Background: an optimization exercise with open tools, aiming at small area, a short achievable clock period and few clock cycles per item. Do not read the settings as production practice. At most, simulation tests tie the RTL to the original design; equivalence was not proved. Function not checked in runs 2 and 3: the RTL went through the layout flow alone. Power is estimated from default activity; no workload was simulated.

<file path="run.sh">
#!/bin/bash
# synth_recipe.tcl (not shown) runs the flow's synth.tcl, then flattens the netlist and writes it again
# the make line also repeats each setting of config.mk as NAME=value (left out here)
make -C /OpenROAD-flow-scripts/flow DESIGN_CONFIG=/design/flow/config.mk WORK_HOME=/design/flow/orfs CLKGATE_MAP_FILE= SYNTH_SCRIPT=/design/flow/synth_recipe.tcl finish
</file>
<file path="config.mk">
export PLATFORM = sky130hd
export DESIGN_NAME = div
export DESIGN_NICKNAME = div
export VERILOG_FILES = /design/flow/design.v
export SDC_FILE = /design/flow/constraint.sdc
export NUM_CORES = 4
export LEC_CHECK = 0
export CAP_MARGIN = 20
export CORE_MARGIN = 2
export CORE_UTILIZATION = 40
export PLACE_DENSITY = 0.6
export SLEW_MARGIN = 20
</file>
<file path="constraint.sdc">
create_clock -name core_clock -period 6.0 [get_ports {clk}]
set_input_delay 1.2000 -clock core_clock [delete_from_list [all_inputs] [get_ports {clk}]]
set_output_delay 1.2000 -clock core_clock [all_outputs]
set_load 0.01 [all_outputs]
</file>
<file path="design.v">
/*verilator lint_off DECLFILENAME*/
module exe_log2_plus_one
(
    input [31:0] in,
    output [5:0] out
);
    reg [5:0] a;
    reg [31:0] b;
    always @* begin
        b = in;
        a = 0;
        if(b>=65536)begin a = a+16; b = {16'b0,b[31:16]};end
        if(b>=256)  begin a = a+ 8; b = {24'b0,b[15:8]}; end
        if(b>=16)   begin a = a+ 4; b = {28'b0,b[7:4]};  end
        case(b[3:0])
            4'h0: a = a+0;
            4'h1: a = a+1;
            4'h2: a = a+2;
            4'h3: a = a+2;
            4'h4: a = a+3;
            4'h5: a = a+3;
            4'h6: a = a+3;
            4'h7: a = a+3;
            4'h8: a = a+4;
            4'h9: a = a+4;
            4'ha: a = a+4;
            4'hb: a = a+4;
            4'hc: a = a+4;
            4'hd: a = a+4;
            4'he: a = a+4;
            4'hf: a = a+4;
        endcase
    end
    assign out = a;
endmodule
/*verilator lint_off DECLFILENAME*/
module div(
    input [0:0]         clk,
    input [0:0]         rstn,
    input flush_by_writeback,
    input [0:0]         div_en_in,
    input [0:0]         div_op,   
    input [0:0]         div_sign,
    input [ 31:0 ]      div_sr0,
    input [ 31:0 ]      div_sr1,
    input [ 4:0 ]       div_addr_in,
    input [31:0]        div_pc_in,
    input [31:0]        div_inst_in,
    output reg [0:0]    div_en_out,
    output reg [0:0]    stall_by_div,
    output reg [ 31:0 ] div_result,
    output reg [ 4:0 ]  div_addr_out,
    output [31:0]       div_pc_out,
    output [31:0]       div_inst_out
);
parameter IDLE      = 0;
parameter PREPARE   = 1;
parameter CALCULATE = 2;
parameter FINISH    = 3;
reg [1:0]   state;
reg [1:0]   next_state;
reg [5:0]   i;
reg [31:0]  dividend;
reg [31:0]  divisor;
reg [0:0]   op;
reg [0:0]   dividend_sign;
reg [0:0]   divisor_sign;
reg [4:0]   addr;
reg [31:0]  qoucient;
reg [5:0]   m;
reg [5:0]   n;
reg [31:0]  div_pc;
reg [31:0]  div_inst;
wire [5:0]  m_pre;
wire [5:0]  n_pre;
wire [31:0] a;
wire [31:0] b;
assign a                 = div_sign?div_sr0[31]==1?~div_sr0+1:div_sr0:div_sr0;
assign b                 = div_sign?div_sr1[31]==1?~div_sr1+1:div_sr1:div_sr1;
assign div_pc_out        = {32{div_en_out}}& div_pc;
assign div_inst_out      = {32{div_en_out}}&div_inst;
exe_log2_plus_one log2_1(a,m_pre);
exe_log2_plus_one log2_2(b,n_pre);
always @(posedge clk) begin
    if (!rstn||div_en_out||flush_by_writeback) begin
        state <= 0;
    end else begin
        state <= next_state;
    end
end
always @(*) begin
    case (state)
        IDLE: begin
            if(div_en_in)begin
                next_state = PREPARE;
            end else begin
                next_state = IDLE;
            end
        end
        PREPARE:begin
            if(m<n||n==0)begin
                next_state = FINISH;
            end else begin
                next_state = CALCULATE;
            end
        end
        CALCULATE:begin
            if(i==m-n+2)begin
                next_state = FINISH;
            end else begin
                next_state = CALCULATE;
            end
        end 
        FINISH:begin
            next_state     = IDLE;           
        end
    endcase
end
always @(posedge clk) 
    if(~rstn) begin
        div_en_out<=0;
        stall_by_div<=0;
        div_result<=0;
        div_addr_out<=0;
        i<=0;
        dividend<=0;
        divisor<=0;
        op<=0;
        dividend_sign<=0;
        divisor_sign<=0;
        addr<=0;
        qoucient<=0;
        m<=0;
        n<=0;
        div_pc<=0;
        div_inst<=0;
    end else begin
    case (state)
        IDLE: begin
            if(div_en_in)begin
                div_en_out             <= 0;
                stall_by_div <= 1;
                div_result             <= 0;
                div_addr_out           <= 0;
                i                      <= 0;
                dividend               <= a;
                divisor                <= b;
                op                     <= div_op;
                dividend_sign          <= div_sign?div_sr0[31]:0;
                divisor_sign           <= div_sign?div_sr1[31]:0;
                addr                   <= div_addr_in;
                qoucient               <= 0;
                m                      <= m_pre;
                n                      <= n_pre;
                div_pc                 <= div_pc_in;
                div_inst               <= div_inst_in;
            end else begin
                {div_en_out,
                stall_by_div,
                div_result,
                div_addr_out,
                i,
                dividend,
                divisor,
                op,
                dividend_sign,
                divisor_sign,
                addr,
                qoucient,
                m,
                n,
                div_pc,
                div_inst}               <= 0;
            end
        end
        PREPARE:begin
            if(m<n||n==0)begin
                div_en_out             <= 0;
                stall_by_div <= 1;
                div_result             <= op?(dividend_sign?~dividend+1:dividend):(divisor_sign==dividend_sign?qoucient:~qoucient+1);
                div_addr_out           <= addr;
                i                      <= 0;
                dividend               <= 0;
                divisor                <= 0;
                op                     <= 0;
                dividend_sign          <= 0;
                divisor_sign           <= 0;
                addr                   <= 0;
                qoucient               <= 0;
                m                      <= 0;
                n                      <= 0;
                div_pc                 <= div_pc;
                div_inst               <= div_inst;
            end else begin
                div_en_out             <= 0;
                stall_by_div <= 1;
                div_result             <= 0;
                div_addr_out           <= 0;
                i                      <= i+1;
                dividend               <= dividend;
                divisor                <= divisor<<m-n;
                op                     <= op;
                dividend_sign          <= dividend_sign;
                divisor_sign           <= divisor_sign;
                addr                   <= addr;
                qoucient               <= 0;
                m                      <= m;
                n                      <= n;
                div_pc                 <= div_pc;
                div_inst               <= div_inst;
            end
        end
        CALCULATE:begin
            if(i==m-n+2)begin
                div_en_out             <= 0;
                stall_by_div <= 1;
                div_result             <= op?(dividend_sign?~dividend+1:dividend):(divisor_sign==dividend_sign?qoucient:~qoucient+1);
                div_addr_out           <= addr;
                i                      <= 0;
                dividend               <= 0;
                divisor                <= 0;
                op                     <= 0;
                dividend_sign          <= 0;
                divisor_sign           <= 0;
                addr                   <= 0;
                qoucient               <= 0;
                m                      <= 0;
                n                      <= 0;
                div_pc                 <= div_pc;
                div_inst               <= div_inst;
            end else begin
                div_en_out             <= 0;
                stall_by_div <= 1;
                div_result             <= 0;
                div_addr_out           <= 0;
                i                      <= i+1;
                dividend               <= dividend>=divisor?dividend-divisor:dividend;
                divisor                <= {1'b0,divisor[31:1]};
                op                     <= op;
                dividend_sign          <= dividend_sign;
                divisor_sign           <= divisor_sign;
                addr                   <= addr;
                qoucient               <= dividend>=divisor?{qoucient[30:0],1'b1}:{qoucient[30:0],1'b0};
                m                      <= m;
                n                      <= n;
                div_pc                 <= div_pc;
                div_inst               <= div_inst;
            end
        end 
        FINISH:begin
            div_en_out                 <= 1;
            stall_by_div     <= 0;
            div_pc                     <= div_pc;
            div_inst                   <= div_inst;
        end
    endcase
end
endmodule
</file>
==> run notes, run 1 <==
status=finished clean; period utilization=86.4%; total routing resource utilization after global routing=27.4%; CTS HTree Levels=1; number of global-route vias before repair=16839; port buffer count=241; GRT overflow=0; arithmetic-cell share of the synthesized area counting full adders, half adders and majority gates=3.94%; cell depth of the worst flop-to-flop path=17; die width=211 um; fill cell count=4158; TritonCTS clock tree=built; Root Driver=sky130_fd_sc_hd__clkbuf_16; power density cells=231 nW/um^2; complex-gate fraction of the synthesized area=28.1%; clock buffers created by TritonCTS=27; worst-case vdd ir drop=0.152 mV; number of buffers on the longest clock path=3; clock edge transition at the registers on the reported setup and hold paths=0.06 ns; initial core utilization=40.7%; total number of clock tree sinks=227; Max FO, Critical Path=9; antenna violations before repair=0; total core area=42200 sq um; top cells by area, synth=sky130_fd_sc_hd__dfxtp_1 (26%), sky130_fd_sc_hd__nor2_1 (5.7%), sky130_fd_sc_hd__xnor2_1 (4.1%); mux share of post-synthesis cell area=4.93%; Antenna Nets Post-Route=0; Via Count=17927; required time reported for the critical path endpoint=6.44 ns; Post-Synthesis Cells=2229; post-synthesis simple-gate area fraction=23.2%; dominant register cell in the synthesized netlist=sky130_fd_sc_hd__dfxtp_1; RSZ-0062 raised after global routing=no; endpoints failing setup=0; endpoint of the worst-slack reg-to-reg timing path=m[0]; number of synthesized register bits=227; library cell with the highest instance count after synthesis=sky130_fd_sc_hd__nor2_1; Post CTS Setup Buffer Count=0; largest net degree at the start of global routing=80; Pre-antenna DRT Iters=5; worst rel slew slack=33.0%; reg-to-reg setup timing slack=1.44 ns; worst-case hold slack=0.458 ns; clock latency of the later-clocked register in the worst-skew pair=0.56 ns; type of the tightest min-delay check=reg2reg; average cell area after synthesis=7.71 sq um; vertical die dimension=211 um; post-cts resize count=0; total area of sequential cells=4550 sq um; cell count of the worst hold path=2; kind of end point of the critical path=flop; worst-case hold path end point=addr[4]; final worst clock skew=0.0267 ns; number of remaining DRC errors=0; Multi-input gate area=11800 sq um; FP Rows=75; number of antenna diodes=0; post-detailed-placement half-perimeter wirelength=48100 um; worst hold start=addr[4]; number of hold buffers added after CTS=0; number of placed I/O pins=242; fraction of final layout cells with drive strength greater than 1=8.76%; Via density=6.01; fin nets=2614; fraction of the yosys area taken by sequential cells=26.4%; number of warnings issued by yosys=2; accumulated negative setup slack=0 ns; leakage power=8.03 nW; Setup Crit Path Kind=in2reg; count of unique library cells instantiated by Yosys=92; cell type contributing the most total cell area after synthesis=sky130_fd_sc_hd__dfxtp_1; transition time at the pin with the least slew margin=1.00 ns; shortest period the worst path allows=5.19 ns; dominant combinational cell family by area after synthesis=compound AO/OA/AOI/OAI gates; routed wirelength normalized by instance count=21.2 um; 1st-iter DRT viols=1662; die footprint=44700 sq um; growth of design area from synthesis to finish=23.9%; critical path startpoint category=input port; number of synthesized flops with an enable pin=0; area of the mapped netlist=17200 sq um; arrival time reported for the critical path endpoint=5.63 ns; routability congestion estimate=0.985; top cells by instance count after synthesis=sky130_fd_sc_hd__nor2_1 (259), sky130_fd_sc_hd__dfxtp_1 (227), sky130_fd_sc_hd__nand2_1 (162); xor/xnor share of the synthesized area=7.95%; global-route wire length before repair=97500 um; area fraction of the dominant cell type after synthesis=26.4%; r2r startpoint=m[0]; Hold Violations, Final=0; Syn Nets=2421; max_cap viols=0; wire length reported by the detailed router=63100 um; max-slew violation count=0; fraction of synthesis flops using an asynchronous set or reset pin=0%; Max Freq=193 MHz
area by class of cell:
class                           count  share of cell area [%]
Clock buffer                       34                    3.44
Clock inverter                     15                   0.934
Inverter                           78                    1.40
Multi-Input combinational cell   1760                    55.2
Sequential cell                   227                    21.4
Tap cell                          539                    3.17
Timing Repair Buffer              328                    14.5
critical path, cell delays in order:
cell and delay [ns]:
sky130_fd_sc_hd__clkdlybuf4s50_1 0.48, sky130_fd_sc_hd__or4_1 0.69, sky130_fd_sc_hd__or4_4 0.62, sky130_fd_sc_hd__or4_4 0.51
sky130_fd_sc_hd__a21oi_2 0.18, sky130_fd_sc_hd__o2111ai_2 0.20, sky130_fd_sc_hd__nor3_2 0.33, sky130_fd_sc_hd__o221ai_1 0.19
sky130_fd_sc_hd__o31ai_2 0.30, sky130_fd_sc_hd__nor2_4 0.06, sky130_fd_sc_hd__inv_2 0.07, sky130_fd_sc_hd__ha_1 0.13
sky130_fd_sc_hd__inv_1 0.04, sky130_fd_sc_hd__or3_1 0.36, sky130_fd_sc_hd__a32o_1 0.25
power by group:
part           internal (mW)  switching (mW)
combinational          0.642           0.925
clock                   1.04           0.676
sequential              1.57          0.0726
kinds of logic after synthesis:
group / after synthesis
and+or+nand+nor: 791
AOI/OAI and AO/OA: 699
buffers and inverters: 242
DFF: 227
xor gates and xnor gates: 156
muxes: 61
adders and majority gates: 53
routing by layer:
metal / share of wire [%] / global-route usage, % / up-vias
met1: 44 / 36.7 / 8514
met4: 3.6 / 9.64 / 0
met5: 0 / 0 / -
li1: - / - / 8604
met3: 7.3 / 4.09 / 94
met2: 46 / 45.0 / 715
how the worst max path moves through the flow:
stage | start | slack (ns) | end
2_1_floorplan | div_sr0[9] | 0.76 | m[4]
6_report | div_sr0[13] | 0.81 | m[4]
3_3_place_gp | div_sr0[13] | 0.33 | m[4]
4_1_cts | div_sr0[13] | 0.87 | m[4]
3_5_place_dp | div_sr0[13] | 0.28 | m[4]
5_1_grt | div_sr1[8] | 0.53 | n[0]
flip-flops by register name (all words and copies together) (netlist names):
name           flops
addr               5
i                  6
div_inst          32
div_en_out         1
stall_by_div       1
dividend          32
divisor_sign       1
op                 1
div_result        32
qoucient          32
div_pc            32
m                  6
div_addr_out       5
dividend_sign      1
divisor           32
n                  6
state              2
stage by stage:
stage / util, % / std cells / total power, mW / setup slack, ns / cell area, sq um
after floorplan: - / 2229 / 2.69 / 0.764 / 17200
after global placement: 48.2 / 2931 / 3.20 / 0.332 / 20300
after detailed placement: 48.2 / 2932 / 3.21 / 0.281 / 20400
after CTS: 50.4 / 2981 / 4.94 / 0.869 / 21300
after global routing: 50.4 / 2981 / 5.17 / 0.532 / 21300
final: 50.4 / 2981 / 4.92 / 0.814 / 21300
placed cells by master (no fill, tap or decap), types with 20 or more instances in the layout:
master / synthesis / layout
sky130_fd_sc_hd__nor3_1: 39 / 39
sky130_fd_sc_hd__inv_1: 72 / 71
sky130_fd_sc_hd__clkdlybuf4s50_1: 0 / 241
sky130_fd_sc_hd__clkbuf_16: 0 / 27
sky130_fd_sc_hd__a21oi_1: 129 / 129
sky130_fd_sc_hd__a22oi_1: 84 / 84
sky130_fd_sc_hd__nor4_1: 24 / 24
sky130_fd_sc_hd__mux2i_1: 34 / 34
sky130_fd_sc_hd__and2_1: 103 / 102
sky130_fd_sc_hd__o21ai_0: 116 / 116
sky130_fd_sc_hd__nand3_1: 44 / 44
sky130_fd_sc_hd__o31ai_1: 27 / 27
sky130_fd_sc_hd__a221oi_1: 44 / 44
sky130_fd_sc_hd__buf_4: 0 / 86
sky130_fd_sc_hd__o211a_1: 20 / 20
sky130_fd_sc_hd__dfxtp_1: 227 / 226
sky130_fd_sc_hd__ha_1: 51 / 50
sky130_fd_sc_hd__a21o_1: 25 / 25
sky130_fd_sc_hd__xor2_1: 76 / 76
sky130_fd_sc_hd__a211oi_1: 57 / 57
sky130_fd_sc_hd__nand2_1: 162 / 162
sky130_fd_sc_hd__or4_1: 26 / 26
sky130_fd_sc_hd__nor2_1: 259 / 259
sky130_fd_sc_hd__xnor2_1: 80 / 78
sky130_fd_sc_hd__a31oi_1: 55 / 55
Testbench counts, summed over its fixed seeds: cycles 147,551, items 12,000.
==> inputs of run 2 (changes only) <==
==> design.v (replaced) <==
/*verilator lint_off DECLFILENAME*/
module exe_log2_plus_one
(
    input [31:0] in,
    output [5:0] out
);
    wire [7:0] v;
    wire [1:0] p [0:7];
    genvar g;
    generate
        for (g = 0; g < 8; g = g + 1) begin : nib
            wire [3:0] x = in[4*g+3:4*g];
            assign v[g] = |x;
            assign p[g] = x[3] ? 2'd3 : x[2] ? 2'd2 : x[1] ? 2'd1 : 2'd0;
        end
    endgenerate
    wire [2:0] k = v[7] ? 3'd7 : v[6] ? 3'd6 : v[5] ? 3'd5 : v[4] ? 3'd4 :
                   v[3] ? 3'd3 : v[2] ? 3'd2 : v[1] ? 3'd1 : 3'd0;
    assign out = (|v) ? {1'b0, k, p[k]} + 6'd1 : 6'd0;
endmodule
/*verilator lint_off DECLFILENAME*/
module div(
    input [0:0]         clk,
    input [0:0]         rstn,
    input flush_by_writeback,
    input [0:0]         div_en_in,
    input [0:0]         div_op,
    input [0:0]         div_sign,
    input [ 31:0 ]      div_sr0,
    input [ 31:0 ]      div_sr1,
    input [ 4:0 ]       div_addr_in,
    input [31:0]        div_pc_in,
    input [31:0]        div_inst_in,
    output reg [0:0]    div_en_out,
    output reg [0:0]    stall_by_div,
    output [ 31:0 ]     div_result,
    output [ 4:0 ]      div_addr_out,
    output [31:0]       div_pc_out,
    output [31:0]       div_inst_out
);
localparam PREP = 2'd0;
localparam ITER = 2'd1;
localparam NEG  = 2'd2;
reg [1:0]  phase;
reg [31:0] rem;       
reg [31:0] y;         
reg        cin;       
reg [31:0] quo;       
reg [4:0]  cnt;       
reg        sel;       
reg        neg;       
reg [4:0]  addr;
reg [31:0] pc;
reg [31:0] inst;
wire        sa = div_sign & div_sr0[31];
wire        sb = div_sign & div_sr1[31];
wire [31:0] va = div_sr0 ^ {32{sa}};
wire [31:0] vb = div_sr1 ^ {32{sb}};
wire        pa = sa & ~|(div_sr0[30:0] & ~div_sr0[31:1]);
wire        pb = sb & ~|(div_sr1[30:0] & ~div_sr1[31:1]);
wire [31:0] xa = va | ({va[30:0], 1'b1} & {32{pa}});
wire [31:0] xb = vb | ({vb[30:0], 1'b1} & {32{pb}});
wire [5:0]  la;
wire [5:0]  lb;
exe_log2_plus_one log2_1(xa, la);
exe_log2_plus_one log2_2(xb, lb);
wire [6:0]  d  = {1'b0, la} - {1'b0, lb};
wire        go = ~d[6] && (div_sr1 != 0);
wire [31:0] bx = div_sr1 ^ {32{~sb}};
wire [63:0] ysh = {y, {32{cin}}} << cnt;
wire [32:0] t  = {1'b0, rem} + {1'b0, y} + {32'd0, cin};
wire        ge = t[32];
wire [31:0] mag = sel ? rem : quo;
assign div_result   = mag;
assign div_addr_out = addr;
assign div_pc_out   = pc;
assign div_inst_out = inst;
wire start = div_en_in & ~div_en_out;
always @(posedge clk) begin
    if (!rstn || flush_by_writeback) begin
        stall_by_div <= 0;
        div_en_out   <= 0;
    end else if (stall_by_div) begin
        if (phase == NEG || (phase == ITER && cnt == 0 && !neg)) begin
            stall_by_div <= 0;
            div_en_out   <= 1;
        end
    end else begin
        stall_by_div <= start & (go | (div_op & sa));
        div_en_out   <= start & ~(go | (div_op & sa));
    end
end
always @(posedge clk) begin
    if (stall_by_div) begin
        case (phase)
            PREP: begin
                y     <= ysh[63:32];
                phase <= ITER;
            end
            ITER: begin
                rem <= ge ? t[31:0] : rem;
                quo <= {quo[30:0], ge};
                y   <= {1'b1, y[31:1]};
                cnt <= cnt - 1;
                if (cnt == 0) phase <= NEG;
            end
            default: begin
                rem <= -mag;
                sel <= 1;
            end
        endcase
    end else begin
        phase <= go ? PREP : NEG;
        rem   <= sa ? -div_sr0 : div_sr0;
        quo   <= 0;
        y     <= bx;
        cin   <= ~sb;
        cnt   <= d[4:0];
        sel   <= div_op;
        neg   <= div_op ? sa : go & (sa ^ sb);
        addr  <= div_addr_in;
        pc    <= div_pc_in;
        inst  <= div_inst_in;
    end
end
endmodule
==> run notes, run 2 <==
global-route wire length before repair=78100 um (was 97500 um); accumulated negative setup slack=0 ns (unchanged); Net Sw Power=2.25 mW (was 1.67 mW); final worst clock skew=0.0100 ns (was 0.0267 ns); critical path startpoint category=input port (unchanged); Via density=5.82 (was 6.01); growth of design area from synthesis to finish=32.4% (was 23.9%); power density cells=288 nW/um^2 (was 231 nW/um^2); RSZ-0062 raised after global routing=yes (was no); transition time at the pin with the least slew margin=1.17 ns (was 1.00 ns); number of warnings issued by yosys=2 (unchanged); internal power summed over all cells=3.26 mW (was 3.25 mW); reg-to-reg setup timing slack=0.96 ns (was 1.44 ns); clock latency of the later-clocked register in the worst-skew pair=0.45 ns (was 0.56 ns); relative contribution of sequential cells to total power=31.3% (was 33.3%); routability congestion estimate=0.941 (was 0.985); Syn Nets=1839 (was 2421); top cells by instance count after synthesis=sky130_fd_sc_hd__nor2_1 (150), sky130_fd_sc_hd__nand2_1 (144), sky130_fd_sc_hd__edfxtp_1 (143) (was sky130_fd_sc_hd__nor2_1 (259), sky130_fd_sc_hd__dfxtp_1 (227), sky130_fd_sc_hd__nand2_1 (162)); library cell with the highest instance count after synthesis=sky130_fd_sc_hd__nor2_1 (unchanged); final standard cell area without fillers=19100 sq um (was 21300 sq um); most frequent cells in the layout=sky130_fd_sc_hd__clkdlybuf4s50_1 (239), sky130_fd_sc_hd__buf_4 (192), sky130_fd_sc_hd__nor2_1 (145) (was sky130_fd_sc_hd__nor2_1 (259), sky130_fd_sc_hd__clkdlybuf4s50_1 (241), sky130_fd_sc_hd__dfxtp_1 (226)); post-detailed-placement half-perimeter wirelength=40000 um (was 48100 um); period utilization=97.4% (was 86.4%); cell total after placement=2424 (was 2932); Logic pwr share=48.2% (was 31.8%); Setup crit end=div_en_out (was m[4]); FP Rows=69 (was 75); fraction of final layout cells with drive strength greater than 1=17.1% (was 8.76%); fill cell count=3384 (was 4158); type of the tightest min-delay check=reg2reg (unchanged); die footprint=37600 sq um (was 44700 sq um); wire length reported by the detailed router=51300 um (was 63100 um); top cells by area, synth=sky130_fd_sc_hd__edfxtp_1 (30%), sky130_fd_sc_hd__xnor2_1 (6.1%), sky130_fd_sc_hd__dfxtp_1 (4.7%) (was sky130_fd_sc_hd__dfxtp_1 (26%), sky130_fd_sc_hd__nor2_1 (5.7%), sky130_fd_sc_hd__xnor2_1 (4.1%)); top layer used by detailed routing=met5 (was met4); die width=194 um (was 211 um); number of synthesized flops with an enable pin=143 (was 0); worst setup path startpoint=div_sr0[1] (was div_sr0[13]); cell type contributing the most total cell area after synthesis=sky130_fd_sc_hd__edfxtp_1 (was sky130_fd_sc_hd__dfxtp_1); shortest period the worst path allows=5.85 ns (was 5.19 ns); worst-case vdd ir drop=0.238 mV (was 0.152 mV); antenna violations before repair=2 (was 0); Max Freq=171 MHz (was 193 MHz); count of unique library cells instantiated by Yosys=95 (was 92); Pre-antenna DRT Iters=7 (was 5); total core area=35600 sq um (was 42200 sq um); area after detailed placement=18400 sq um (was 20400 sq um); status=finished clean (unchanged); worst-case hold slack=0.498 ns (was 0.458 ns); met2 wire length=23000 um (was 28700 um); worst rel slew slack=21.8% (was 33.0%); dominant register cell in the synthesized netlist=sky130_fd_sc_hd__edfxtp_1 (was sky130_fd_sc_hd__dfxtp_1); number of buffers on the longest clock path=2 (was 3); clock buffers created by TritonCTS=17 (was 27); r2r startpoint=cin (was m[0]); leakage power=7.53 nW (was 8.03 nW); fraction of power spent switching nets=40.8% (was 34.0%); average cell area after synthesis=8.73 sq um (was 7.71 sq um); kind of end point of the critical path=flop (unchanged); total routing resource utilization after global routing=26.5% (was 27.4%); detailed-route wire length on metal 1=23000 um (was 27500 um); number of remaining DRC errors=0 (unchanged); number of placed I/O pins=242 (unchanged); total number of clock tree sinks=177 (was 227); number of standard cells in the layout, taps in and fillers out=2460 (was 2981); Post-Synthesis Cells=1654 (was 2229); number of synthesized register bits=177 (was 227); required time reported for the critical path endpoint=6.39 ns (was 6.44 ns); Via Count=14308 (was 17927); fraction of synthesis flops using an asynchronous set or reset pin=0% (unchanged); GRT overflow=0 (unchanged); fraction of the yosys area taken by sequential cells=34.5% (was 26.4%); Max FO, Critical Path=17 (was 9); initial core utilization=40.6% (was 40.7%); endpoint of the worst-slack reg-to-reg timing path=rem[27] (was m[0]); Met3 Wirelength=3590 um (was 4590 um); clock power share=20.5% (was 34.8%); largest net degree at the start of global routing=83 (was 80); CTS HTree Levels=4 (was 1); Root Driver=sky130_fd_sc_hd__clkbuf_16 (unchanged); clock edge transition at the registers on the reported setup and hold paths=0.07 ns (was 0.06 ns); Hold Violations, Final=0 (unchanged); number of antenna diodes=0 (unchanged); number of global-route vias before repair=13539 (was 16839); worst setup timing slack at the placement stage=-0.627 ns (was 0.281 ns); max_cap viols=0 (unchanged); port buffer count=241 (unchanged); arrival time reported for the critical path endpoint=6.24 ns (was 5.63 ns); vertical die dimension=194 um (was 211 um); routed wirelength normalized by instance count=20.9 um (was 21.2 um); endpoints failing setup=0 (unchanged); fin nets=2171 (was 2614); 1st-iter DRT viols=1128 (was 1662); max-slew violation count=0 (unchanged); area fraction of the dominant cell type after synthesis=29.7% (was 26.4%); most common cell after layout, fill and taps aside=sky130_fd_sc_hd__clkdlybuf4s50_1 (was sky130_fd_sc_hd__nor2_1); final worst slack=0.154 ns (was 0.814 ns); cell depth of the worst flop-to-flop path=17 (unchanged); Antenna Nets Post-Route=0 (unchanged); Setup Crit Path Kind=in2reg (unchanged); TritonCTS clock tree=built (unchanged); area of the mapped netlist=14400 sq um (was 17200 sq um)
run 2: cell count changes in the layout (fill, tap and decap cells not counted), moves of 22 or more:
cell,previous run,this run
sky130_fd_sc_hd__edfxtp_1,0,143
sky130_fd_sc_hd__buf_4,86,192
sky130_fd_sc_hd__xor2_1,76,25
sky130_fd_sc_hd__a21oi_1,129,103
sky130_fd_sc_hd__a31oi_1,55,26
sky130_fd_sc_hd__and2_1,102,11
sky130_fd_sc_hd__xnor2_1,78,100
sky130_fd_sc_hd__a22o_1,4,33
sky130_fd_sc_hd__or4_1,26,4
sky130_fd_sc_hd__a22oi_1,84,29
sky130_fd_sc_hd__a221oi_1,44,1
sky130_fd_sc_hd__nor2_1,259,145
sky130_fd_sc_hd__dfxtp_1,226,33
sky130_fd_sc_hd__a211oi_1,57,12
run 2: final cells by class:
cell class,instances,area (sq um),area share (%)
inverters,66,250,1.31
clock inverters,15,168,0.877
flip-flops and latches,177,4980,26.0
well taps,461,577,3.02
multi-input cells,1290,8850,46.3
clock buffers,17,425,2.22
repair buffers,434,3870,20.3
run 2: power groups by stage:
| stage | Sequential [mW] | Combinational (mW) | Clock, mW |
|---|---|---|---|
| 4_1_cts | 1.72 | 2.60 | 1.16 |
| 2_1_floorplan | 1.63 | 1.80 | 0 |
| 3_3_place_gp | 1.74 | 2.57 | 0 |
| 3_5_place_dp | 1.74 | 2.59 | 0 |
| 6_report | 1.72 | 2.65 | 1.13 |
| 5_1_grt | 1.73 | 2.90 | 1.20 |
run 2: routing by layer:
layer,GRT usage (%),vias to the layer above
met5,0,-
met4,10.5,4
met3,3.76,103
met2,42.2,651
met1,36.4,6744
li1,-,6806
run 2: worst min-delay path by stage:
stage               startpoint      end  cells past startpoint
detailed placement     quo[31]  quo[31]                      1
CTS                    quo[31]  quo[31]                      1
global route           quo[31]  quo[31]                      1
floorplan              quo[31]  quo[31]                      1
global placement       quo[25]  quo[26]                      1
finish                 quo[25]  quo[26]                      1
run 2: stage by stage:
step	power [mW]	util, %
floorplan	3.42	-
global placement	4.31	51.7
detailed placement	4.33	51.7
CTS	5.48	53.4
global route	5.84	53.8
finish	5.50	53.8
run 2: logic make-up after synthesis:
group | Yosys count | share of synthesized area (%)
AO/OA/AOI/OAI | 529 | 24.5
XOR/XNOR | 125 | 7.58
adder cells (fa/ha/maj) | 46 | 4.14
buffers and inverters | 187 | 5.10
flip-flops | 177 | 34.5
multiplexers | 93 | 7.89
AND/OR/NAND/NOR | 497 | 16.3
run 2: timing repair:
action	in CTS	in global routing
buffers inserted	1	3
setup endpoints to repair	4	6
pin swaps	1	10
gates resized for setup	2	28
hold buffers	0	0
run 2: worst max-delay path, stage by stage:
cell                              delay, ns
sky130_fd_sc_hd__clkdlybuf4s50_1       0.47
sky130_fd_sc_hd__nor2_2                0.12
sky130_fd_sc_hd__a21oi_1               0.06
sky130_fd_sc_hd__or4_4                 0.54
sky130_fd_sc_hd__or4_4                 0.50
sky130_fd_sc_hd__buf_8                 0.17
sky130_fd_sc_hd__buf_4                 0.19
sky130_fd_sc_hd__and3_1                0.18
sky130_fd_sc_hd__o21ai_0               0.13
sky130_fd_sc_hd__o21ai_1               0.10
sky130_fd_sc_hd__a2bb2oi_1             0.16
sky130_fd_sc_hd__o2111a_1              0.24
sky130_fd_sc_hd__o31a_1                0.19
sky130_fd_sc_hd__nor2_1                0.07
sky130_fd_sc_hd__ha_1                  0.27
sky130_fd_sc_hd__and2_1                0.18
sky130_fd_sc_hd__fa_2                  0.40
sky130_fd_sc_hd__a21o_1                0.19
sky130_fd_sc_hd__a21oi_2               0.14
sky130_fd_sc_hd__o21bai_1              0.09
sky130_fd_sc_hd__a21oi_2               0.18
sky130_fd_sc_hd__nor2_4                0.06
sky130_fd_sc_hd__o31a_1                0.29
sky130_fd_sc_hd__nor2_1                0.10
==> inputs of run 3 (changes only) <==
--- a/config.mk
+++ b/config.mk
@@ -11,2 +11,3 @@
 export PLACE_DENSITY = 0.6
+export SETUP_SLACK_MARGIN = 2.5
 export SLEW_MARGIN = 20
==> run notes, run 3 <==
status=finished clean (unchanged); Max FO, Critical Path=4 (was 17); mux share of post-synthesis cell area=7.89% (unchanged); Post-Synthesis Cells=1654 (unchanged); library cell with the highest instance count after synthesis=sky130_fd_sc_hd__nor2_1 (unchanged); Root Driver=sky130_fd_sc_hd__clkbuf_16 (unchanged); total number of clock tree sinks=177 (unchanged); largest net degree at the start of global routing=79 (was 83); arrival time reported for the critical path endpoint=5.63 ns (was 6.24 ns); post-synthesis simple-gate area fraction=16.3% (unchanged); routability congestion estimate=0.935 (was 0.941); transition time at the pin with the least slew margin=1.07 ns (was 1.17 ns); 1st-iter DRT viols=1316 (was 1128); endpoint of the worst-slack reg-to-reg timing path=rem[30] (was rem[27]); fin nets=2239 (was 2171); count of unique library cells instantiated by Yosys=95 (unchanged); worst-case vdd ir drop=0.238 mV (about the same); Net Sw Power=2.36 mW (was 2.25 mW); Logic pwr share=50.5% (was 48.2%); reg-to-reg setup timing slack=2.30 ns (was 0.96 ns); relative contribution of sequential cells to total power=29.6% (was 31.3%); number of global-route vias before repair=14222 (was 13539); top layer used by detailed routing=met4 (was met5); clock power share=20.0% (was 20.5%); top cells by area, synth=sky130_fd_sc_hd__edfxtp_1 (30%), sky130_fd_sc_hd__xnor2_1 (6.1%), sky130_fd_sc_hd__dfxtp_1 (4.7%) (unchanged); internal power summed over all cells=3.44 mW (was 3.26 mW); routed wirelength normalized by instance count=21.3 um (was 20.9 um); die width=194 um (unchanged); antenna violations before repair=0 (was 2); max_cap viols=0 (unchanged); worst hold start=quo[31] (was quo[25]); cell type with the highest occurrence count on the critical path=sky130_fd_sc_hd__buf_6; FP Rows=69 (unchanged); fraction of power spent switching nets=40.7% (was 40.8%); Setup Crit Path Kind=in2reg (unchanged); number of synthesized flops with an enable pin=143 (unchanged); area of the mapped netlist=14400 sq um (unchanged); fraction of synthesis flops using an asynchronous set or reset pin=0% (unchanged); clock buffers created by TritonCTS=17 (unchanged); shortest period the worst path allows=5.48 ns (was 5.85 ns); most frequent cells in the layout=sky130_fd_sc_hd__buf_4 (189), sky130_fd_sc_hd__clkdlybuf4s50_1 (185), sky130_fd_sc_hd__edfxtp_1 (143) (was sky130_fd_sc_hd__clkdlybuf4s50_1 (239), sky130_fd_sc_hd__buf_4 (192), sky130_fd_sc_hd__nor2_1 (145)); largest stage delay on the critical path=0.17 ns (was 0.54 ns); power density cells=280 nW/um^2 (was 288 nW/um^2); xor/xnor share of the synthesized area=7.58% (unchanged); wire length reported by the detailed router=53900 um (was 51300 um); arithmetic-cell share of the synthesized area counting full adders, half adders and majority gates=4.14% (unchanged); dominant register cell in the synthesized netlist=sky130_fd_sc_hd__edfxtp_1 (unchanged); growth of design area from synthesis to finish=43.4% (was 32.4%); final worst clock skew=0.0137 ns (was 0.0100 ns); fill cell count=3201 (was 3384); cell type contributing the most total cell area after synthesis=sky130_fd_sc_hd__edfxtp_1 (unchanged); total routing resource utilization after global routing=27.8% (was 26.5%); leakage power=8.22 nW (was 7.53 nW); cell count of the worst hold path=1 (unchanged); clock latency of the later-clocked register in the worst-skew pair=0.45 ns (about the same); worst rel slew slack=28.2% (was 21.8%); TritonCTS clock tree=built (unchanged); worst setup path startpoint=div_sr0[0] (was div_sr0[1]); Met3 Wirelength=3960 um (was 3590 um); number of placed I/O pins=242 (unchanged); Pre-antenna DRT Iters=6 (was 7); Max Freq=183 MHz (was 171 MHz); number of remaining DRC errors=0 (unchanged); detailed-route wire length on metal 1=23600 um (was 23000 um); worst-case hold path end point=quo[31] (was quo[26]); worst-case hold slack=0.500 ns (was 0.498 ns); max-slew violation count=0 (unchanged); complex-gate fraction of the synthesized area=24.5% (unchanged); cell depth of the worst flop-to-flop path=12 (was 17); initial core utilization=40.6% (unchanged); clock edge transition at the registers on the reported setup and hold paths=0.07 ns (about the same); Via Count=14900 (was 14308); area fraction of the dominant cell type after synthesis=29.7% (unchanged); number of buffers on the longest clock path=2 (unchanged); Antenna Nets Post-Route=0 (unchanged); die footprint=37600 sq um (unchanged); required time reported for the critical path endpoint=6.16 ns (was 6.39 ns); CTS HTree Levels=4 (unchanged); dominant combinational cell family by area after synthesis=compound AO/OA/AOI/OAI gates (unchanged); global-route wire length before repair=82400 um (was 78100 um); end-of-flow core utilization=58.2% (was 53.8%); Hold Violations, Final=0 (unchanged); Via density=5.89 (was 5.82); critical path startpoint category=input port (unchanged); vertical die dimension=194 um (unchanged); GRT overflow=0 (unchanged); most common cell after layout, fill and taps aside=sky130_fd_sc_hd__buf_4 (was sky130_fd_sc_hd__clkdlybuf4s50_1); Syn Nets=1839 (unchanged); number of synthesized register bits=177 (unchanged); top cells by instance count after synthesis=sky130_fd_sc_hd__nor2_1 (150), sky130_fd_sc_hd__nand2_1 (144), sky130_fd_sc_hd__edfxtp_1 (143) (unchanged); number of antenna diodes=0 (unchanged); type of the tightest min-delay check=reg2reg (unchanged); RSZ-0062 raised after global routing=yes (unchanged); period utilization=91.3% (was 97.4%); port buffer count=241 (unchanged); r2r startpoint=sel (was cin); endpoints failing setup=0 (unchanged); number of warnings issued by yosys=2 (unchanged); fraction of final layout cells with drive strength greater than 1=26.0% (was 17.1%); kind of end point of the critical path=flop (unchanged); fraction of the yosys area taken by sequential cells=34.5% (unchanged); slowest CP cell=sky130_fd_sc_hd__o22ai_1 (was sky130_fd_sc_hd__or4_4); average cell area after synthesis=8.73 sq um (unchanged); post-detailed-placement half-perimeter wirelength=39400 um (was 40000 um); total core area=35600 sq um (unchanged); met2 wire length=24900 um (was 23000 um)
[run 3: cell counts after synthesis]
No cell type changed its count.
[run 3: worst max-delay path: cells and delay by family]
kind / cells / cell delay (ns)
compound gates: 4 / 0.36
buf+inv: 36 / 3.65
simple gates: 3 / 0.21
xor+xnor: 1 / 0.16
[run 3: how the worst max path moves through the flow]
stage / to
2_1_floorplan: neg
3_3_place_gp: neg
3_5_place_dp: neg
4_1_cts: neg
5_1_grt: phase[1]
6_report: rem[19]
[run 3: power by group through the flow]
stage	Clock [mW]	Sequential, mW	Combinational [mW]
finish	1.16	1.71	2.93
global route	1.23	1.73	3.16
CTS	1.18	1.71	2.83
detailed placement	0	1.74	2.61
global placement	0	1.74	2.60
floorplan	0	1.63	1.84
[run 3: per-layer routing]
layer / global-route usage [%] / vias up
li1: - / 6953
met1: 38.1 / 7170
met2: 45.5 / 685
met3: 4.54 / 92
met4: 7.83 / 0
met5: 0 / -
[run 3: layout make-up]
cell class                 instances  area (sq um)  area share [%]
inverter                          66           255            1.23
sequential                       177          4980            24.0
multi-input combinational       1293          9690            46.8
clock buffer                      17           425            2.06
clock inverter                    15           174           0.840
timing repair buffer             499          4600            22.2
tap                              461           577            2.79
[run 3: logic make-up after synthesis]
family / count (synthesis)
flip-flops: 177
XOR/XNOR: 125
multiplexers: 93
buffers and inverters: 187
adder cells (fa/ha/maj): 46
AO/OA/AOI/OAI: 529
AND/OR/NAND/NOR: 497
[run 3: per-stage QoR]
stage / setup slack, ns / cells / power, mW / TNS [ns] / instance area [sq um]
5_1_grt: 0.400 / 2528 / 6.12 / 0 / 20700
4_1_cts: 0.709 / 2516 / 5.72 / 0 / 20400
2_1_floorplan: 0.565 / 1654 / 3.46 / 0 / 14700
6_report: 0.525 / 2528 / 5.80 / 0 / 20700
3_5_place_dp: -0.168 / 2390 / 4.35 / -0.522 / 18400
3_3_place_gp: -0.0557 / 2390 / 4.34 / -0.0557 / 18400
[run 3: repair_timing]
item	4_1_cts	5_1_grt
pin swaps	77	41
hold buffers	0	0
setup buffers	90	12
resized for setup	265	55
endpoints found under the setup margin	99	71
cloned	4	0
